From an optimization exercise on the open Yosys and OpenROAD flow, aimed at small area and a short achievable clock period; shortcuts taken in it are not production practice.
In this exercise RTL edits were held to simulation tests only and were not proved equivalent to the original.
The clock input has no modelled driver; a real chip could not lean on it and would need a root buffer or a full tree.
No activity file was given, so power comes from the tool's default toggle rates.

==> inputs of run a <==
==> flow/design.v (excerpt) <==
module IOTDF( clk, rst, in_en, iot_in, fn_sel, busy, valid, iot_out);
==> module IOTDF, before the edit <==
module IOTDF( clk, rst, in_en, iot_in, fn_sel, busy, valid, iot_out);
input          clk;
input          rst;
input          in_en;
input  [7:0]   iot_in;
input  [2:0]   fn_sel;
output         busy;
output         valid;
output [127:0] iot_out;
reg  [127:0] x;         
reg  [127:0] y;         
reg  [2:0]   s3;        
reg          carry;     
reg          r;         
reg          ones;      
reg          copy_r;    
reg          emit_r;    
reg          valid_r;
reg  [3:0]   cnt;       
reg          started;   
reg          have;      
reg  [2:0]   pos;       
reg          r0done;    
wire ph0  = (cnt == 4'd0);
wire ph1  = (cnt == 4'd1);
wire ph15 = (cnt == 4'd15);
wire f_max  = (fn_sel == 3'b001);
wire f_min  = (fn_sel == 3'b010);
wire f_avg  = (fn_sel == 3'b011);
wire f_ext  = (fn_sel == 3'b100);
wire f_exc  = (fn_sel == 3'b101);
wire f_peak = (fn_sel[2:1] == 2'b11);
wire f_less = (fn_sel == 3'b010) | (fn_sel == 3'b111);
wire [7:0] a = x[127:120];
wire [7:0] b = y[127:120];
wire r_prev = ph1 ? 1'b0 : r;
wire r_next = (a == b) ? r_prev : ((a > b) ^ f_less);
wire ones_next = (a == 8'hFF) & (ph1 | ones);
wire better = r_next;
wire first  = (pos == 3'd0) & ~(f_peak & r0done);
wire last   = (pos == 3'd7);
wire ext_ok = (a >= 8'h70) & ((a < 8'hAF) | ((a == 8'hAF) & ~ones));
wire exc_ok = (a < 8'h7F) | ((a == 8'h7F) & ~ones) | (a >= 8'hC0);
wire copy_now = f_ext | f_exc | first | better;
wire emit_now = have & ((f_max | f_min | f_avg) ? last :
                        f_peak ? (r0done ? better : last) :
                        f_ext  ? ext_ok :
                        f_exc  ? exc_ok : 1'b0);
wire copy = ph0 ? copy_now : copy_r;
wire [3:0] low  = (first ? 3'd0 : s3) + x[2:0];
wire       cin  = ph0 ? low[3] : carry;
wire [7:0] addend = {ph15 ? 3'd0 : x[10:8], x[7:3]};
wire [8:0] asum = (first ? 8'd0 : y[7:0]) + addend + cin;
wire [7:0] yin = f_avg ? asum[7:0] : (copy ? x[7:0] : y[7:0]);
assign busy    = 1'b0;
assign valid   = valid_r;
assign iot_out = y;
always @(posedge clk) begin
	x <= {iot_in, x[127:8]};
	y <= {yin, y[127:8]};
	r <= r_next;
	ones <= ones_next;
	carry <= asum[8];
	if (ph0) begin
		s3     <= low[2:0];
		copy_r <= copy_now;
		emit_r <= emit_now;
	end
end
always @(posedge clk or posedge rst) begin
	if (rst) begin
		valid_r <= 1'b0;
		cnt     <= 4'd0;
		started <= 1'b0;
		have    <= 1'b0;
		pos     <= 3'd0;
		r0done  <= 1'b0;
	end
	else begin
		valid_r <= ph15 & emit_r;
		if (in_en | started)
			cnt <= cnt + 4'd1;
		if (in_en)
			started <= 1'b1;
		if (ph15) begin
			have <= in_en;
			if (have) begin
				pos <= pos + 3'd1;
				if (last)
					r0done <= 1'b1;
			end
		end
	end
end
endmodule
clock: 10.0 ns
lec_check: 0
cap_margin: 20
core_margin: 2
core_utilization: 40
setup_slack_margin: 0.3
slew_margin: 20
run.sh (not shown) runs the stock make flow with config.mk's settings and CLKGATE_MAP_FILE= SYNTH_SCRIPT=/design/flow/synth_recipe.tcl, a recipe that flattens the netlist after the stock synthesis.
==> run b (differences from run a) <==
==> flow/design.v (replaced) <==
`timescale 1ns/10ps
module IOTDF( clk, rst, in_en, iot_in, fn_sel, busy, valid, iot_out);
input          clk;
input          rst;
input          in_en;
input  [7:0]   iot_in;
input  [2:0]   fn_sel;
output         busy;
output         valid;
output [127:0] iot_out;
reg  [127:0] x;         
reg  [127:0] y;         
reg  [2:0]   s3;        
reg          carry;     
reg          r;         
reg          ones;      
reg          copy_r;    
reg          emit_r;    
reg          first_r;   
reg          valid_r;
reg  [3:0]   cnt;       
reg          have;      
reg  [2:0]   pos;       
reg          r0done;    
wire ph0  = (cnt == 4'd0);
wire ph1  = (cnt == 4'd1);
wire ph15 = (cnt == 4'd15);
wire f_mma  = (fn_sel == 3'b001) | (fn_sel == 3'b010) | (fn_sel == 3'b011);
wire f_avg  = (fn_sel == 3'b011);
wire f_ext  = (fn_sel == 3'b100);
wire f_exc  = (fn_sel == 3'b101);
wire f_peak = (fn_sel[2:1] == 2'b11);
wire f_less = (fn_sel == 3'b010) | (fn_sel == 3'b111);
wire [7:0] a = x[127:120];
wire [7:0] b = y[127:120];
wire r_prev = ~ph1 & r;
wire r_next = (a == b) ? r_prev : ((a > b) ^ f_less);
wire ones_next = (a == 8'hFF) & (ph1 | ones);
wire better = r_next;
wire last   = (pos == 3'd7);
wire ge70   = a[7] | (a[6] & a[5] & a[4]);
wire ltAF   = ~a[7] | (~a[6] & (~a[5] | (~a[4] & ~(&a[3:0]))));
wire lt7F   = ~a[7] & ~(&a[6:0]);
wire geC0   = a[7] & a[6];
wire ext_ok = ge70 & (ltAF | ((a == 8'hAF) & ~ones));
wire exc_ok = lt7F | ((a == 8'h7F) & ~ones) | geC0;
wire copy_now = f_ext | f_exc | first_r | better;
wire emit_now = have & ((f_mma & last) |
                        (f_peak & (r0done ? better : last)) |
                        (f_ext & ext_ok) |
                        (f_exc & exc_ok));
wire copy = ph0 ? copy_now : copy_r;
wire       first_in = ~have | last;     
wire [3:0] low    = (s3 & {3{~first_in}}) + x[10:8];
wire [7:0] addend = {x[10:8] & {3{~ph15}}, x[7:3]};
wire [8:0] asum   = (y[7:0] & {8{~first_r}}) + addend + carry;
wire sel_a = f_avg;
wire sel_x = ~f_avg & copy;
wire sel_y = ~f_avg & ~copy;
wire [7:0] yin = (asum[7:0] & {8{sel_a}}) | (x[7:0] & {8{sel_x}}) | (y[7:0] & {8{sel_y}});
assign busy    = 1'b0;
assign valid   = valid_r;
assign iot_out = y;
always @(posedge clk) begin
	x <= {iot_in, x[127:8]};
	y <= {yin, y[127:8]};
	r <= r_next;
	ones <= ones_next;
	if (ph15) begin
		carry   <= low[3];
		s3      <= low[2:0];
		first_r <= have ? (last & ~f_peak) : ((pos == 3'd0) & ~(f_peak & r0done));
	end
	else
		carry <= asum[8];
	if (ph0) begin
		copy_r <= copy_now;
		emit_r <= emit_now;
	end
end
always @(posedge clk or posedge rst) begin
	if (rst) begin
		valid_r <= 1'b0;
		cnt     <= 4'd0;
		have    <= 1'b0;
		pos     <= 3'd0;
		r0done  <= 1'b0;
	end
	else begin
		valid_r <= ph15 & emit_r;
		if (in_en | have | ~ph0)
			cnt <= cnt + 4'd1;
		if (ph15) begin
			have <= in_en;
			if (have) begin
				pos <= pos + 3'd1;
				if (last)
					r0done <= 1'b1;
			end
		end
	end
end
endmodule
==> flow/flow/run.sh (new file) <==
#!/bin/bash
# The standard layout, with plain sky130_fd_sc_hd__buf_1 cells as the port buffers.
set -euo pipefail
export BUFFER_PORTS_ARGS="-buffer_cell sky130_fd_sc_hd__buf_1"
bash standard.sh > flow_standard.log 2>&1
==> flow/standard.sh (new file) <==
#!/bin/bash
# synth_recipe.tcl (not shown) runs the flow's synth.tcl, then flattens the netlist and writes it again
# the make line also repeats each setting of config.mk as NAME=value (left out here)
make -C /OpenROAD-flow-scripts/flow DESIGN_CONFIG=/design/flow/config.mk WORK_HOME=/design/flow/orfs CLKGATE_MAP_FILE= SYNTH_SCRIPT=/design/flow/synth_recipe.tcl "${@:-finish}"
--- a/flow/config.mk
+++ b/flow/config.mk
@@ -6,7 +6,12 @@
 export NUM_CORES = 4
 export LEC_CHECK = 0
+export ABC_AREA = 1
 export CAP_MARGIN = 20
 export CORE_MARGIN = 2
-export CORE_UTILIZATION = 40
+export CORE_UTILIZATION = 65
+export CTS_BUF_LIST = sky130_fd_sc_hd__clkbuf_8
+export CTS_CLUSTER_DIAMETER = 60
+export CTS_CLUSTER_SIZE = 18
+export PLACE_DENSITY = 0.75
 export SETUP_SLACK_MARGIN = 0.3
 export SLEW_MARGIN = 20
removed: flow/run.sh
==> metrics.md <==
| Metric | Value |
|---|---|
| Syn_nets | 574 |
| Fill cell count | 732 |
| Area grow syn2layout | 13.6% |
| Status | complete, no violations |
| Logic power comb | 0.000514 W |
[end of results for run b]
==> metrics.md <==
| Metric | Value |
|---|---|
| Status | complete, no violations |
| Die W | 137 µm |
| Fill cell count | 1,405 |
| Clock root cell | clkbuf_16 |
| Area grow syn2layout | 36.1% |
| Logic power comb | 0.000982 W |
[end of results for run a]

==> job 2416 <==
RTL: one of the versions met above, not the one the previous note started from.
==> module IOTDF, before the edit <==
module IOTDF( clk, rst, in_en, iot_in, fn_sel, busy, valid, iot_out);
input          clk;
input          rst;
input          in_en;
input  [7:0]   iot_in;
input  [2:0]   fn_sel;
output         busy;
output         valid;
output [127:0] iot_out;
reg  [127:0] x;         
reg  [127:0] y;         
reg  [2:0]   s3;        
reg          carry;     
reg          r;         
reg          ones;      
reg          copy_r;    
reg          emit_r;    
reg          first_r;   
reg          valid_r;
reg  [3:0]   cnt;       
reg          have;      
reg  [2:0]   pos;       
reg          r0done;    
wire ph0  = (cnt == 4'd0);
wire ph1  = (cnt == 4'd1);
wire ph15 = (cnt == 4'd15);
wire f_mma  = (fn_sel == 3'b001) | (fn_sel == 3'b010) | (fn_sel == 3'b011);
wire f_avg  = (fn_sel == 3'b011);
wire f_ext  = (fn_sel == 3'b100);
wire f_exc  = (fn_sel == 3'b101);
wire f_peak = (fn_sel[2:1] == 2'b11);
wire f_less = (fn_sel == 3'b010) | (fn_sel == 3'b111);
wire [7:0] a = x[127:120];
wire [7:0] b = y[127:120];
wire r_prev = ~ph1 & r;
wire r_next = (a == b) ? r_prev : ((a > b) ^ f_less);
wire ones_next = (a == 8'hFF) & (ph1 | ones);
wire better = r_next;
wire last   = (pos == 3'd7);
wire ge70   = a[7] | (a[6] & a[5] & a[4]);
wire ltAF   = ~a[7] | (~a[6] & (~a[5] | (~a[4] & ~(&a[3:0]))));
wire lt7F   = ~a[7] & ~(&a[6:0]);
wire geC0   = a[7] & a[6];
wire ext_ok = ge70 & (ltAF | ((a == 8'hAF) & ~ones));
wire exc_ok = lt7F | ((a == 8'h7F) & ~ones) | geC0;
wire copy_now = f_ext | f_exc | first_r | better;
wire emit_now = have & ((f_mma & last) |
                        (f_peak & (r0done ? better : last)) |
                        (f_ext & ext_ok) |
                        (f_exc & exc_ok));
wire copy = ph0 ? copy_now : copy_r;
wire       first_in = ~have | last;     
wire [3:0] low    = (s3 & {3{~first_in}}) + x[10:8];
wire [7:0] addend = {x[10:8] & {3{~ph15}}, x[7:3]};
wire [8:0] asum   = (y[7:0] & {8{~first_r}}) + addend + carry;
wire sel_a = f_avg;
wire sel_x = ~f_avg & copy;
wire sel_y = ~f_avg & ~copy;
wire [7:0] yin = (asum[7:0] & {8{sel_a}}) | (x[7:0] & {8{sel_x}}) | (y[7:0] & {8{sel_y}});
assign busy    = 1'b0;
assign valid   = valid_r;
assign iot_out = y;
always @(posedge clk) begin
	x <= {iot_in, x[127:8]};
	y <= {yin, y[127:8]};
	r <= r_next;
	ones <= ones_next;
	if (ph15) begin
		carry   <= low[3];
		s3      <= low[2:0];
		first_r <= have ? (last & ~f_peak) : ((pos == 3'd0) & ~(f_peak & r0done));
	end
	else
		carry <= asum[8];
	if (ph0) begin
		copy_r <= copy_now;
		emit_r <= emit_now;
	end
end
always @(posedge clk or posedge rst) begin
	if (rst) begin
		valid_r <= 1'b0;
		cnt     <= 4'd0;
		have    <= 1'b0;
		pos     <= 3'd0;
		r0done  <= 1'b0;
	end
	else begin
		valid_r <= ph15 & emit_r;
		if (in_en | have | ~ph0)
			cnt <= cnt + 4'd1;
		if (ph15) begin
			have <= in_en;
			if (have) begin
				pos <= pos + 3'd1;
				if (last)
					r0done <= 1'b1;
			end
		end
	end
end
endmodule
clock: 10.0 ns
lec_check: 0
abc_area: 0
cap_margin: 20
core_margin: 2
core_utilization: 75
cts_buf_list: sky130_fd_sc_hd__clkbuf_8
cts_cluster_diameter: 60
cts_cluster_size: 18
place_density: 0.8
slew_margin: 20
standard.sh (not shown) runs the stock make flow with config.mk's settings and CLKGATE_MAP_FILE= SYNTH_SCRIPT=/design/flow/synth_recipe.tcl, a recipe that flattens the netlist after the stock synthesis.
==> flow/flow/run.sh <==
#!/bin/bash
# The standard layout, with these changes:
#  - plain sky130_fd_sc_hd__buf_1 cells as the port buffers;
#  - timing repair aims at a period of 10 - SETUP_SLACK_MARGIN ns, and runs
#    after global routing only, once the clock tree has its final form.
set -euo pipefail
here=$(pwd)
export BUFFER_PORTS_ARGS="-buffer_cell sky130_fd_sc_hd__buf_1"
export POST_CTS_TCL="$here/flow/post_cts.tcl"
export SKIP_CTS_REPAIR_TIMING=1
export SETUP_SLACK_MARGIN=7.1
bash standard.sh > flow_standard.log 2>&1
==> flow/flow/reroot.tcl <==
proc inst_center {inst} {
  set bb [$inst getBBox]
  return [list [expr {([$bb xMin] + [$bb xMax]) / 2}] [expr {([$bb yMin] + [$bb yMax]) / 2}]]
}

proc is_clock_buffer {inst} {
  return [string match "sky130_fd_sc_hd__clkbuf_*" [[$inst getMaster] getName]]
}

proc reroot_clock_tree {root_cell} {
  set db [ord::get_db]
  set block [ord::get_db_block]
  set clknet [[$block findBTerm clk] getNet]
  set bufs {}
  set leaves {}
  set dummies {}
  set front {}
  foreach it [$clknet getITerms] { lappend front [$it getInst] }
  while {[llength $front] > 0} {
    set next {}
    foreach inst $front {
      if {![is_clock_buffer $inst]} {
        error "reroot: clock net drives [[$inst getMaster] getName] [$inst getName] outside the buffer tree"
      }
      set onet [[$inst findITerm X] getNet]
      if {$onet eq "NULL"} { lappend dummies $inst; continue }
      lappend bufs $inst
      set child_bufs {}
      set child_other 0
      foreach it [$onet getITerms] {
        if {[$it getIoType] ne "INPUT"} {
          if {[$it getInst] ne $inst} { error "reroot: net [$onet getName] has a second driver" }
          continue
        }
        set c [$it getInst]
        if {![is_clock_buffer $c]} {
          incr child_other
        } elseif {[[$c findITerm X] getNet] eq "NULL"} {
          lappend dummies $c
        } else {
          lappend child_bufs $c
        }
      }
      if {[llength $child_bufs] == 0} {
        lappend leaves $inst
      } else {
        if {$child_other > 0} { error "reroot: buffer [$inst getName] drives both buffers and sinks" }
        set next [concat $next $child_bufs]
      }
    }
    set front $next
  }
  set uppers {}
  foreach b $bufs { if {[lsearch -exact $leaves $b] < 0} { lappend uppers $b } }
  puts "reroot: [llength $leaves] leaves, [llength $uppers] upper buffers, [llength $dummies] dummy loads"
  if {[llength $leaves] < 2} { puts "reroot: nothing to do"; return }
  foreach d $dummies {
    foreach it [$d getITerms] { if {[$it getNet] ne "NULL"} { $it disconnect } }
    odb::dbInst_destroy $d
  }
  # centre of the leaves, and their quadrants around it
  set sx 0; set sy 0
  foreach l $leaves { lassign [inst_center $l] x y; set sx [expr {$sx + $x}]; set sy [expr {$sy + $y}] }
  set cx [expr {$sx / [llength $leaves]}]; set cy [expr {$sy / [llength $leaves]}]
  array set grp {}
  foreach l $leaves {
    lassign [inst_center $l] x y
    lappend grp([expr {($x >= $cx ? 1 : 0) + ($y >= $cy ? 2 : 0)}]) $l
  }
  # remove the upper buffers and their output nets
  foreach u $uppers {
    set onet [[$u findITerm X] getNet]
    foreach it [$u getITerms] { if {[$it getNet] ne "NULL"} { $it disconnect } }
    odb::dbInst_destroy $u
    if {$onet ne "NULL" && $onet ne $clknet} { odb::dbNet_destroy $onet }
  }
  set master [$db findMaster $root_cell]
  foreach q [lsort [array names grp]] {
    set ls $grp($q)
    set sx 0; set sy 0
    foreach l $ls { lassign [inst_center $l] x y; set sx [expr {$sx + $x}]; set sy [expr {$sy + $y}] }
    set inst [odb::dbInst_create $block $master "clkroot_$q"]
    $inst setLocation [expr {$sx / [llength $ls]}] [expr {$sy / [llength $ls]}]
    $inst setPlacementStatus PLACED
    set net [odb::dbNet_create $block "clknet_root_$q"]
    $net setSigType CLOCK
    [$inst findITerm A] connect $clknet
    [$inst findITerm X] connect $net
    foreach l $ls { [$l findITerm A] disconnect; [$l findITerm A] connect $net }
    puts "reroot: root $q drives [llength $ls] leaves"
  }
}
Other scripts of this flow, unchanged in this note and not shown: flow/flow/post_cts.tcl
==> inputs of job 459, as changes to job 2416 <==
==> flow/design.v, changed modules only <==
module IOTDF( clk, rst, in_en, iot_in, fn_sel, busy, valid, iot_out);
input          clk;
input          rst;
input          in_en;
input  [7:0]   iot_in;
input  [2:0]   fn_sel;
output         busy;
output         valid;
output [127:0] iot_out;
reg  [127:0] x;         
reg  [127:0] y;         
reg  [2:0]   s3;        
reg          carry;     
reg          r;         
reg          ones;      
reg          copy_r;    
reg  [2:0]   fn;        
reg          valid_r;
reg  [3:0]   cnt;       
reg          have;      
reg  [2:0]   pos;       
reg          r0done;    
wire ph0  = (cnt == 4'd0);
wire ph15 = (cnt == 4'd15);
wire f_mma  = (fn == 3'b001) | (fn == 3'b010) | (fn == 3'b011);
wire f_avg  = (fn == 3'b011);
wire f_ext  = (fn == 3'b100);
wire f_exc  = (fn == 3'b101);
wire f_peak = (fn[2:1] == 2'b11);
wire f_less = (fn == 3'b010) | (fn == 3'b111);
wire [7:0] a = x[127:120];
wire [7:0] b = y[127:120];
wire r_prev = r;
wire [7:0] gk = a & ~b;
wire [7:0] pk = a | ~b;
wire g10 = gk[1] | (pk[1] & gk[0]), p10 = pk[1] & pk[0];
wire g32 = gk[3] | (pk[3] & gk[2]), p32 = pk[3] & pk[2];
wire g54 = gk[5] | (pk[5] & gk[4]), p54 = pk[5] & pk[4];
wire g76 = gk[7] | (pk[7] & gk[6]), p76 = pk[7] & pk[6];
wire g30 = g32 | (p32 & g10), p30 = p32 & p10;
wire g74 = g76 | (p76 & g54), p74 = p76 & p54;
wire g70 = g74 | (p74 & g30), p70 = p74 & p30;
wire r_next = f_less ^ (g70 | (p70 & (r_prev ^ f_less)));
wire ones_next = (a == 8'hFF) & ones;
wire better = r_next;
wire last   = (pos == 3'd7);
wire first  = (pos == 3'd0) & ~(f_peak & r0done);    
wire ge70   = a[7] | (a[6] & a[5] & a[4]);
wire ltAF   = ~a[7] | (~a[6] & (~a[5] | (~a[4] & ~(&a[3:0]))));
wire lt7F   = ~a[7] & ~(&a[6:0]);
wire geC0   = a[7] & a[6];
wire ext_ok = ge70 & (ltAF | ((a == 8'hAF) & ~ones));
wire exc_ok = lt7F | ((a == 8'h7F) & ~ones) | geC0;
wire copy_now = (f_ext & ext_ok) | (f_exc & exc_ok) | (~f_ext & ~f_exc & (first | better));
wire copy = (f_ext | f_exc) | (ph0 ? copy_now : copy_r);
wire emit = have & (((f_mma | (f_peak & ~r0done)) & last) |
                    ((f_ext | f_exc | (f_peak & r0done)) & copy_r));
wire       first_in = ~have | last;     
wire [3:0] low    = (s3 & {3{~first_in}}) + x[10:8];
wire [7:0] addend = {x[10:8] & {3{~ph15}}, x[7:3]};
wire [8:0] asum   = (y[7:0] & {8{~first}}) + addend + carry;
wire sel_a = f_avg;
wire sel_x = ~f_avg & copy;
wire sel_y = ~f_avg & ~copy;
wire [7:0] yin = (asum[7:0] & {8{sel_a}}) | (x[7:0] & {8{sel_x}}) | (y[7:0] & {8{sel_y}});
assign busy    = 1'b0;
assign valid   = valid_r;
assign iot_out = y;
always @(posedge clk) begin
	x <= {iot_in, x[127:8]};
	fn <= fn_sel;
	y <= {yin, y[127:8]};
	r <= ~ph0 & r_next;
	ones <= ph0 | ones_next;
	if (ph15) begin
		carry   <= low[3];
		s3      <= low[2:0];
	end
	else
		carry <= asum[8];
	if (ph0) begin
		copy_r <= copy_now;
	end
end
always @(posedge clk or posedge rst) begin
	if (rst) begin
		valid_r <= 1'b0;
		cnt     <= 4'd0;
		have    <= 1'b0;
		pos     <= 3'd0;
		r0done  <= 1'b0;
	end
	else begin
		valid_r <= ph15 & emit;
		if (in_en | have | ~ph0)
			cnt <= cnt + 4'd1;
		if (ph15) begin
			have <= in_en;
			if (have) begin
				pos <= pos + 3'd1;
				if (last)
					r0done <= 1'b1;
			end
		end
	end
end
endmodule
--- a/flow/flow/reroot.tcl
+++ b/flow/flow/reroot.tcl
@@ -6,4 +6,12 @@
 proc is_clock_buffer {inst} {
   return [string match "sky130_fd_sc_hd__clkbuf_*" [[$inst getMaster] getName]]
+}
+
+# a cell whose outputs drive nothing: CTS adds such cells to balance loads
+proc is_dummy_load {inst} {
+  foreach it [$inst getITerms] {
+    if {[$it getIoType] eq "OUTPUT" && [$it getNet] ne "NULL"} { return 0 }
+  }
+  return 1
 }
 
@@ -34,10 +42,10 @@
         }
         set c [$it getInst]
-        if {![is_clock_buffer $c]} {
+        if {[is_dummy_load $c]} {
+          lappend dummies $c
+        } elseif {[is_clock_buffer $c]} {
+          lappend child_bufs $c
+        } else {
           incr child_other
-        } elseif {[[$c findITerm X] getNet] eq "NULL"} {
-          lappend dummies $c
-        } else {
-          lappend child_bufs $c
         }
       }
@@ -59,12 +67,19 @@
     odb::dbInst_destroy $d
   }
-  # centre of the leaves, and their quadrants around it
-  set sx 0; set sy 0
-  foreach l $leaves { lassign [inst_center $l] x y; set sx [expr {$sx + $x}]; set sy [expr {$sy + $y}] }
-  set cx [expr {$sx / [llength $leaves]}]; set cy [expr {$sy / [llength $leaves]}]
+  # four groups of leaves of (nearly) equal size: split at the median x, then
+  # each half at its median y
+  set keyed {}
+  foreach l $leaves { lassign [inst_center $l] x y; lappend keyed [list $x $y $l] }
+  set keyed [lsort -real -index 0 $keyed]
+  set h [expr {[llength $keyed] / 2}]
   array set grp {}
-  foreach l $leaves {
-    lassign [inst_center $l] x y
-    lappend grp([expr {($x >= $cx ? 1 : 0) + ($y >= $cy ? 2 : 0)}]) $l
+  set q 0
+  foreach half [list [lrange $keyed 0 [expr {$h - 1}]] [lrange $keyed $h end]] {
+    set half [lsort -real -index 1 $half]
+    set hh [expr {[llength $half] / 2}]
+    foreach part [list [lrange $half 0 [expr {$hh - 1}]] [lrange $half $hh end]] {
+      foreach e $part { lappend grp($q) [lindex $e 2] }
+      incr q
+    }
   }
   # remove the upper buffers and their output nets
--- a/flow/config.mk
+++ b/flow/config.mk
@@ -9,8 +9,8 @@
 export CAP_MARGIN = 20
 export CORE_MARGIN = 2
-export CORE_UTILIZATION = 75
+export CORE_UTILIZATION = 65
 export CTS_BUF_LIST = sky130_fd_sc_hd__clkbuf_8
 export CTS_CLUSTER_DIAMETER = 60
 export CTS_CLUSTER_SIZE = 18
-export PLACE_DENSITY = 0.8
+export PLACE_DENSITY = 0.75
 export SLEW_MARGIN = 20
==> inputs of job 4836, as changes to job 2416 <==
==> flow/flow/reroot.tcl (replaced) <==
proc reroot_clock_tree {root_cell} {
  set db [ord::get_db]
  set block [ord::get_db_block]
  set clknet [[$block findBTerm clk] getNet]
  # walk the tree from the port: collect buffers, and the leaves (buffers
  # whose loads are not buffers)
  set bufs {}
  set leaves {}
  set front {}
  foreach it [$clknet getITerms] { lappend front [$it getInst] }
  while {[llength $front] > 0} {
    set next {}
    foreach inst $front {
      set mname [[$inst getMaster] getName]
      if {![string match "*clkbuf*" $mname]} continue
      lappend bufs $inst
      set onet [[$inst findITerm X] getNet]
      set child_bufs {}
      foreach it [$onet getITerms] {
        if {![$it isInputSignal]} continue
        if {[string match "*clkbuf*" [[[$it getInst] getMaster] getName]]} { lappend child_bufs [$it getInst] }
      }
      if {[llength $child_bufs] == 0} { lappend leaves $inst } else { set next [concat $next $child_bufs] }
    }
    set front $next
  }
  set uppers {}
  foreach b $bufs { if {[lsearch -exact $leaves $b] < 0} { lappend uppers $b } }
  puts "reroot: [llength $leaves] leaves, [llength $uppers] upper buffers"
  # centre of the leaves
  set sx 0; set sy 0
  foreach l $leaves { set bb [$l getBBox]; set sx [expr {$sx + (([$bb xMin]+[$bb xMax])/2)}]; set sy [expr {$sy + (([$bb yMin]+[$bb yMax])/2)}] }
  set cx [expr {$sx / [llength $leaves]}]; set cy [expr {$sy / [llength $leaves]}]
  # quadrants
  array set grp {}
  foreach l $leaves {
    set bb [$l getBBox]
    set q [expr {((([$bb xMin]+[$bb xMax])/2) >= $cx ? 1 : 0) + ((([$bb yMin]+[$bb yMax])/2) >= $cy ? 2 : 0)}]
    lappend grp($q) $l
  }
  # remove the upper buffers and their nets
  foreach u $uppers {
    set onet [[$u findITerm X] getNet]
    foreach it [$u getITerms] { if {[$it getNet] ne "NULL"} { $it disconnect } }
    odb::dbInst_destroy $u
    if {$onet ne "NULL" && $onet ne $clknet} { odb::dbNet_destroy $onet }
  }
  set master [$db findMaster $root_cell]
  set n 0
  foreach q [lsort [array names grp]] {
    set ls $grp($q)
    set sx 0; set sy 0
    foreach l $ls { set bb [$l getBBox]; set sx [expr {$sx + (([$bb xMin]+[$bb xMax])/2)}]; set sy [expr {$sy + (([$bb yMin]+[$bb yMax])/2)}] }
    set x [expr {$sx / [llength $ls]}]; set y [expr {$sy / [llength $ls]}]
    set inst [odb::dbInst_create $block $master "clkroot_$q"]
    $inst setLocation $x $y
    $inst setPlacementStatus PLACED
    set net [odb::dbNet_create $block "clknet_root_$q"]
    $net setSigType CLOCK
    [$inst findITerm A] connect $clknet
    [$inst findITerm X] connect $net
    foreach l $ls { [$l findITerm A] disconnect; [$l findITerm A] connect $net }
    incr n
    puts "reroot: root $q drives [llength $ls] leaves"
  }
}
--- a/flow/config.mk
+++ b/flow/config.mk
@@ -6,11 +6,11 @@
 export NUM_CORES = 4
 export LEC_CHECK = 0
-export ABC_AREA = 0
+export ABC_AREA = 1
 export CAP_MARGIN = 20
 export CORE_MARGIN = 2
-export CORE_UTILIZATION = 75
+export CORE_UTILIZATION = 65
 export CTS_BUF_LIST = sky130_fd_sc_hd__clkbuf_8
 export CTS_CLUSTER_DIAMETER = 60
 export CTS_CLUSTER_SIZE = 18
-export PLACE_DENSITY = 0.8
+export PLACE_DENSITY = 0.75
 export SLEW_MARGIN = 20
==> key figures <==
Outcome
  – Outcome: finished clean

Critical path
  – Crit-path slowest cell: dfxtp_2

Layout
  – Multi-input gate share of the layout cell area: 15.22%

Synth
  – Post-synth ARST share: 3.623%
# the run above: job 459

==> key figures <==
Layout
  – Multi-input gate share of the layout cell area: 16.14%

Synth
  – Post-synth ARST share: 3.636%

Placement
  – Placed Area: around 8000 um^2

Critical path
  – Crit-path slowest cell: a211oi_4

Outcome
  – Outcome: finished clean
# the run above: job 4836

==> key figures <==
Layout
  – Most frequent cells in the layout: dfxtp_1 (245), buf_1 (129), inv_1 (29)
  – Multi-input gate share of the layout cell area: 17.47%

Outcome
  – Outcome: finished clean

Synth
  – Post-synth ARST share: 3.636%

Critical path
  – Critical path data arrival time: between 3000 and 4000 ps
  – Crit-path slowest cell: a211oi_4

Global routing
  – GRT Residual Overflow: 0

Drt
  – ANT nets after route: 0
# the run above: job 2416

==> what the ideal ports hide <==
How much do the figures lean on ideal ports? The routed layouts below were timed once more, with nothing changed but the port constraints.
Step 1 sets driving cells, clkbuf_16 on the clock port and buf_2 on the other inputs (assumed; they add their load-dependent delay and slew).
Step 2 times the ports against the registers' clock, not the clock port: input delays grow and output delays shrink by t, the midpoint of the rising clock arrivals with the driver on.
Three values: ideal ports, drivers, drivers and shift; two values: the first two.
run | t, ns | slack for setup (ns) | hold slack, ns | clock arrival spread, ns | slew at the worst register clock pin (ns)
run a | 0.550 | 4.454 / 4.471 / 3.922 | 0.322 / 0.322 / 0.322 | 0.009 / 0.009 | 0.06 / 0.06
run b | 0.526 | 6.862 / 6.829 / 6.548 | 0.324 / 0.324 / 0.324 | 0.015 / 0.015 | 0.11 / 0.11
job 2416 | 0.381 | 6.529 / 6.553 / 6.173 | 0.306 / 0.306 / 0.306 | 0.033 / 0.033 | 0.12 / 0.12
job 459 | 0.364 | 7.124 / 7.035 / 7.257 | 0.289 / 0.289 / 0.289 | 0.052 / 0.053 | 0.11 / 0.11
job 4836 | 0.375 | 7.099 / 7.032 / 6.782 | 0.317 / 0.317 / 0.317 | 0.034 / 0.034 | 0.11 / 0.11
After both steps setup and hold are still met in every run listed. For run a, which loses most, drivers alone change the setup slack by +0.017 ns; drivers and shift together by -0.532 ns.
